Context: an optimization exercise on an open-source flow, tuned for small area and a short achievable clock period. The choices shown serve that exercise and are no tape-out recipe. Only simulation tests tie the RTL to the original design; equivalence was not proved. No activity file was given, so power comes from the tool's default toggle rates.

==> flow/design.v <==
module aoi222(input a0, b0, a1, b1, a2, b2, output y);
    assign y = ~((a0 & b0) | (a1 & b1) | (a2 & b2));
endmodule
module nand2c(input a, b, output y);
    assign y = ~(a & b);
endmodule
module nand3c(input a, b, c, output y);
    assign y = ~(a & b & c);
endmodule
module nand4c(input a, b, c, d, output y);
    assign y = ~(a & b & c & d);
endmodule
module mux4c(input [1:0] s, input d0, d1, d2, d3, output y);
    assign y = s[1] ? (s[0] ? d3 : d2) : (s[0] ? d1 : d0);
endmodule
module mux2c(input s, a1, a0, output y);
    assign y = s ? a1 : a0;
endmodule
module ao8(input [7:0] h, input [7:0] d, output y);
    assign y = |(h & d);
endmodule
module ao7(input [7:1] h, input [7:1] d, output y);
    assign y = |(h & d);
endmodule
module ao2222(input l0, q0, l1, q1, l2, q2, l3, q3, output y);
    assign y = (l0 & q0) | (l1 & q1) | (l2 & q2) | (l3 & q3);
endmodule
module rdbit(input [7:0] h, input [3:0] l, input [31:1] d, output y);
    wire [3:0] q;
    ao7 g0(.h(h[7:1]), .d({d[28], d[24], d[20], d[16], d[12], d[8], d[4]}), .y(q[0]));
    ao8 g1(.h(h), .d({d[29], d[25], d[21], d[17], d[13], d[9], d[5], d[1]}), .y(q[1]));
    ao8 g2(.h(h), .d({d[30], d[26], d[22], d[18], d[14], d[10], d[6], d[2]}), .y(q[2]));
    ao8 g3(.h(h), .d({d[31], d[27], d[23], d[19], d[15], d[11], d[7], d[3]}), .y(q[3]));
    ao2222 m(.l0(l[0]), .q0(q[0]), .l1(l[1]), .q1(q[1]), .l2(l[2]), .q2(q[2]), .l3(l[3]), .q3(q[3]), .y(y));
endmodule
module hold2(input we, wen, input [1:0] wd, q, output [1:0] d);
    assign d = (wd & {2{we}}) | (q & {2{wen}});
endmodule
module ALU(
    input      [31:0] a, bx,
    input      [31:0] bs,         
    input      [5:0]  f,
    input             rtype,      
    input             sub,        
    input      [4:0]  sh,         
    output     [31:0] y,
    output            eq          
);
    wire [31:0] p = a ^ bx;
    wire [31:0] k = a & bx;
    genvar i, l;
    wire [6*32-1:0] G, P;
    assign G[31:0] = {k[31:1], k[0] | (p[0] & sub)};
    assign P[31:0] = p;
    generate
        for (l = 0; l < 5; l = l + 1) begin : lv
            for (i = 0; i < 32; i = i + 1) begin : b
                if (i >= (1 << l)) begin : m
                    assign G[(l+1)*32+i] = G[l*32+i] | (P[l*32+i] & G[l*32+i-(1<<l)]);
                    assign P[(l+1)*32+i] = P[l*32+i] & P[l*32+i-(1<<l)];
                end else begin : c
                    assign G[(l+1)*32+i] = G[l*32+i];
                    assign P[(l+1)*32+i] = P[l*32+i];
                end
            end
        end
    endgenerate
    wire [31:0] c = {G[5*32+30 : 5*32], sub};    
    wire [31:0] o  = a | bx;
    wire [31:0] lg = f[1] ? (f[0] ? ~o : p) : (f[0] ? o : k);
    assign eq = &p;
    wire        right = f[1];
    wire [31:0] br;
    generate
        for (i = 0; i < 32; i = i + 1) begin : rv
            assign br[i] = right ? bs[i] : bs[31-i];
        end
    endgenerate
    wire        fill = f[0] & bs[31];
    wire [31:0] s0 = sh[0] ? {fill,       br[31:1]}  : br;
    wire [31:0] s1 = sh[1] ? {{2{fill}},  s0[31:2]}  : s0;
    wire [31:0] s2 = sh[2] ? {{4{fill}},  s1[31:4]}  : s1;
    wire [31:0] s3 = sh[3] ? {{8{fill}},  s2[31:8]}  : s2;
    wire [31:0] s4 = sh[4] ? {{16{fill}}, s3[31:16]} : s3;
    wire is_sh  = rtype & ~f[5];
    wire is_lg  = rtype & f[5] & f[2];
    wire is_slt = rtype & f[5] & f[3];
    wire is_ar  = ~rtype | (f[5] & ~f[3] & ~f[2]);
    wire [31:0] other;
    generate
        for (i = 0; i < 32; i = i + 1) begin : r
            assign other[i] = (is_lg & lg[i]) | (is_sh & right & s4[i]) | (is_sh & ~right & s4[31-i]);
        end
        for (i = 1; i < 32; i = i + 1) begin : o1
            assign y[i] = c[i] ? ((is_ar & ~p[i]) | other[i]) : ((is_ar & p[i]) | other[i]);
        end
    endgenerate
    wire base0 = (is_ar & (p[0] ^ sub)) | other[0];
    assign y[0] = c[31] ? (base0 | (is_slt & ~p[31] & a[31]))
                        : (base0 | (is_slt & (p[31] | a[31])));
endmodule
module mips(
    input         clk, reset,
    output [31:0] pc,
    input  [31:0] instr,
    output        memwrite,
    output [31:0] aluout, writedata,
    input  [31:0] readdata
);
    wire [5:0] op = instr[31:26];
    wire [5:0] fn = instr[5:0];
    wire rtype = (op == 6'b000000);
    wire lw    = (op == 6'b100011);
    wire sw    = (op == 6'b101011);
    wire beq   = (op == 6'b000100);
    wire addi  = (op == 6'b001000);
    wire jmp   = (op == 6'b000010);
    assign memwrite = sw;
    wire regwrite = rtype | lw | addi;
    wire [31:0] rs, rt;
    wire [4:0]  wa = rtype ? instr[15:11] : instr[20:16];
    wire [31:0] wd = lw ? readdata : aluout;
    reg  [31*32-1:0] rf;    
    wire [7:0]  h1, h2;      
    wire [3:0]  l1, l2;      
    genvar g, b;
    generate
        for (g = 1; g < 32; g = g + 1) begin : regs
            wire        we = regwrite && wa == g;
            wire [31:0] d;
            genvar j;
            for (j = 0; j < 16; j = j + 1) begin : hb
                hold2 h(.we(we), .wen(~we), .wd(wd[2*j +: 2]), .q(rf[(g-1)*32 + 2*j +: 2]), .d(d[2*j +: 2]));
            end
            always @(posedge clk)
                rf[(g-1)*32 +: 32] <= d;
        end
        for (g = 0; g < 8; g = g + 1) begin : hd
            assign h1[g] = (instr[25:23] == g);
            assign h2[g] = (instr[20:18] == g);
        end
        for (g = 0; g < 4; g = g + 1) begin : ld
            assign l1[g] = (instr[22:21] == g);
            assign l2[g] = (instr[17:16] == g);
        end
        for (b = 0; b < 32; b = b + 1) begin : rd
            wire [31:1] col;
            for (g = 1; g < 32; g = g + 1) begin : c
                assign col[g] = rf[(g-1)*32 + b];
            end
            rdbit r1(.h(h1), .l(l1), .d(col), .y(rs[b]));
            rdbit r2(.h(h2), .l(l2), .d(col), .y(rt[b]));
        end
    endgenerate
    assign writedata = rt;
    wire [31:0] simm = {{16{instr[15]}}, instr[15:0]};
    wire        sub  = beq | (rtype & fn[5] & fn[1] & ~fn[2]);
    wire        usert = rtype | beq;
    wire [31:0] bx, bx0, bx1;    
    assign bx0 = usert ? {32{sub}}  : simm;
    assign bx1 = usert ? {32{~sub}} : simm;
    generate
        for (b = 0; b < 32; b = b + 1) begin : bxm
            mux2c m(.s(rt[b]), .a1(bx1[b]), .a0(bx0[b]), .y(bx[b]));
        end
    endgenerate
    wire [4:0]  sh   = fn[2] ? rs[4:0] : instr[10:6];
    wire        eq;
    ALU alu(.a(rs), .bx(bx), .bs(rt), .f(fn), .rtype(rtype), .sub(sub), .sh(sh),
            .y(aluout), .eq(eq));
    reg  [31:2] pcr;
    wire [31:2] pcp4 = pcr + 30'd1;
    wire [30:0] pcb1 = {pcr, 1'b1} + {simm[29:0], 1'b1};
    wire [31:2] pcbr = pcb1[30:1];
    wire [31:2] pcn  = jmp ? {pcp4[31:28], instr[25:0]} :
                       (beq & eq) ? pcbr : pcp4;
    always @(posedge clk or posedge reset)
        if (reset) pcr <= 30'b0;
        else       pcr <= pcn;
    assign pc = {pcr, 2'b00};
endmodule
Settings: LEC_CHECK=0, CAP_MARGIN=20, CORE_MARGIN=2, CORE_UTILIZATION=40, CTS_BUF_LIST=sky130_fd_sc_hd__clkbuf_8 sky130_fd_sc_hd__clkbuf_16, CTS_CLUSTER_DIAMETER=100, CTS_CLUSTER_SIZE=30, SETUP_SLACK_MARGIN=2.4, SLEW_MARGIN=20, SYNTH_HIERARCHICAL=1, SYNTH_MINIMUM_KEEP_SIZE=0; clock period 11.5 ns.
run.sh (not shown) runs the stock make flow with config.mk's settings and CLKGATE_MAP_FILE= SYNTH_SCRIPT=/design/flow/synth_recipe.tcl, a recipe that flattens the netlist after the stock synthesis.
The baseline finished clean.
Change:
--- a/flow/design.v
+++ b/flow/design.v
@@ -17,10 +17,19 @@
     assign y = s ? a1 : a0;
 endmodule
 module ao8(input [7:0] h, input [7:0] d, output y);
-    assign y = |(h & d);
+    wire n0, n1, n2, n3;
+    aoi222 u0(.a0(h[0]), .b0(d[0]), .a1(h[1]), .b1(d[1]), .a2(h[2]), .b2(d[2]), .y(n0));
+    aoi222 u1(.a0(h[3]), .b0(d[3]), .a1(h[4]), .b1(d[4]), .a2(h[5]), .b2(d[5]), .y(n1));
+    nand2c u2(.a(h[6]), .b(d[6]), .y(n2));
+    nand2c u3(.a(h[7]), .b(d[7]), .y(n3));
+    nand4c u4(.a(n0), .b(n1), .c(n2), .d(n3), .y(y));
 endmodule
 module ao7(input [7:1] h, input [7:1] d, output y);
-    assign y = |(h & d);
+    wire n0, n1, n2;
+    aoi222 u0(.a0(h[1]), .b0(d[1]), .a1(h[2]), .b1(d[2]), .a2(h[3]), .b2(d[3]), .y(n0));
+    aoi222 u1(.a0(h[4]), .b0(d[4]), .a1(h[5]), .b1(d[5]), .a2(h[6]), .b2(d[6]), .y(n1));
+    nand2c u2(.a(h[7]), .b(d[7]), .y(n2));
+    nand3c u3(.a(n0), .b(n1), .c(n2), .y(y));
 endmodule
 module ao2222(input l0, q0, l1, q1, l2, q2, l3, q3, output y);
     assign y = (l0 & q0) | (l1 & q1) | (l2 & q2) | (l3 & q3);
@@ -33,11 +42,8 @@
     ao8 g3(.h(h), .d({d[31], d[27], d[23], d[19], d[15], d[11], d[7], d[3]}), .y(q[3]));
     ao2222 m(.l0(l[0]), .q0(q[0]), .l1(l[1]), .q1(q[1]), .l2(l[2]), .q2(q[2]), .l3(l[3]), .q3(q[3]), .y(y));
 endmodule
-module hold2(input we, wen, input [1:0] wd, q, output [1:0] d);
-    assign d = (wd & {2{we}}) | (q & {2{wen}});
-endmodule
 module ALU(
-    input      [31:0] a, bx,
+    input      [31:0] an, bx,
     input      [31:0] bs,         
     input      [5:0]  f,
     input             rtype,      
@@ -46,6 +52,7 @@
     output     [31:0] y,
     output            eq          
 );
+    wire [31:0] a = ~an;
     wire [31:0] p = a ^ bx;
     wire [31:0] k = a & bx;
     genvar i, l;
@@ -126,14 +133,8 @@
     genvar g, b;
     generate
         for (g = 1; g < 32; g = g + 1) begin : regs
-            wire        we = regwrite && wa == g;
-            wire [31:0] d;
-            genvar j;
-            for (j = 0; j < 16; j = j + 1) begin : hb
-                hold2 h(.we(we), .wen(~we), .wd(wd[2*j +: 2]), .q(rf[(g-1)*32 + 2*j +: 2]), .d(d[2*j +: 2]));
-            end
             always @(posedge clk)
-                rf[(g-1)*32 +: 32] <= d;
+                if (regwrite && wa == g) rf[(g-1)*32 +: 32] <= wd;
         end
         for (g = 0; g < 8; g = g + 1) begin : hd
             assign h1[g] = (instr[25:23] == g);
@@ -166,7 +167,7 @@
     endgenerate
     wire [4:0]  sh   = fn[2] ? rs[4:0] : instr[10:6];
     wire        eq;
-    ALU alu(.a(rs), .bx(bx), .bs(rt), .f(fn), .rtype(rtype), .sub(sub), .sh(sh),
+    ALU alu(.an(~rs), .bx(bx), .bs(rt), .f(fn), .rtype(rtype), .sub(sub), .sh(sh),
             .y(aluout), .eq(eq));
     reg  [31:2] pcr;
     wire [31:2] pcp4 = pcr + 30'd1;
The new run produced a clean layout.
Worst setup slack loses 0.0093 ns.
Clock-buffer cell count falls by 4.
Hold slack improves by 0.18 ns.
Total power rises by about 20%.
Routed wire length shrinks by 15%.
Final area barely changes.
Sequential power is higher by about 19%.
Clock skew came out lower by 0.035 ns.
Final cell count is lower by 15%.

## afterwards: timing with drivers on the ports
The flow's constraints put no driver on any port. The routed layouts listed below were extracted and timed again, unchanged, in two steps.
Step 1 sets driving cells, clkbuf_16 on the clock port and buf_2 on the other inputs (assumed; they add their load-dependent delay and slew).
Step 2 times the ports against the registers' clock, not the clock port: input delays grow and output delays shrink by t, the midpoint of the rising clock arrivals with the driver on.
Slacks: ideal / step 1 / step 2; pairs: ideal / step 1.
run	t (ns)	setup slack, ns	hold slack, ns	slew at the worst register clock pin (ns)	worst data-port slew with drivers (ns)
the first run	0.754	2.246 / 2.193 / 2.193	0.490 / 0.490 / 0.490	0.12 / 0.12	0.07
the second run	0.724	2.236 / 2.156 / 2.156	0.668 / 0.668 / 0.668	0.12 / 0.12	0.08
After both steps every run listed still meets setup and hold. For the second run, which loses most, drivers alone change the setup slack by -0.080 ns; drivers and shift together by -0.080 ns.
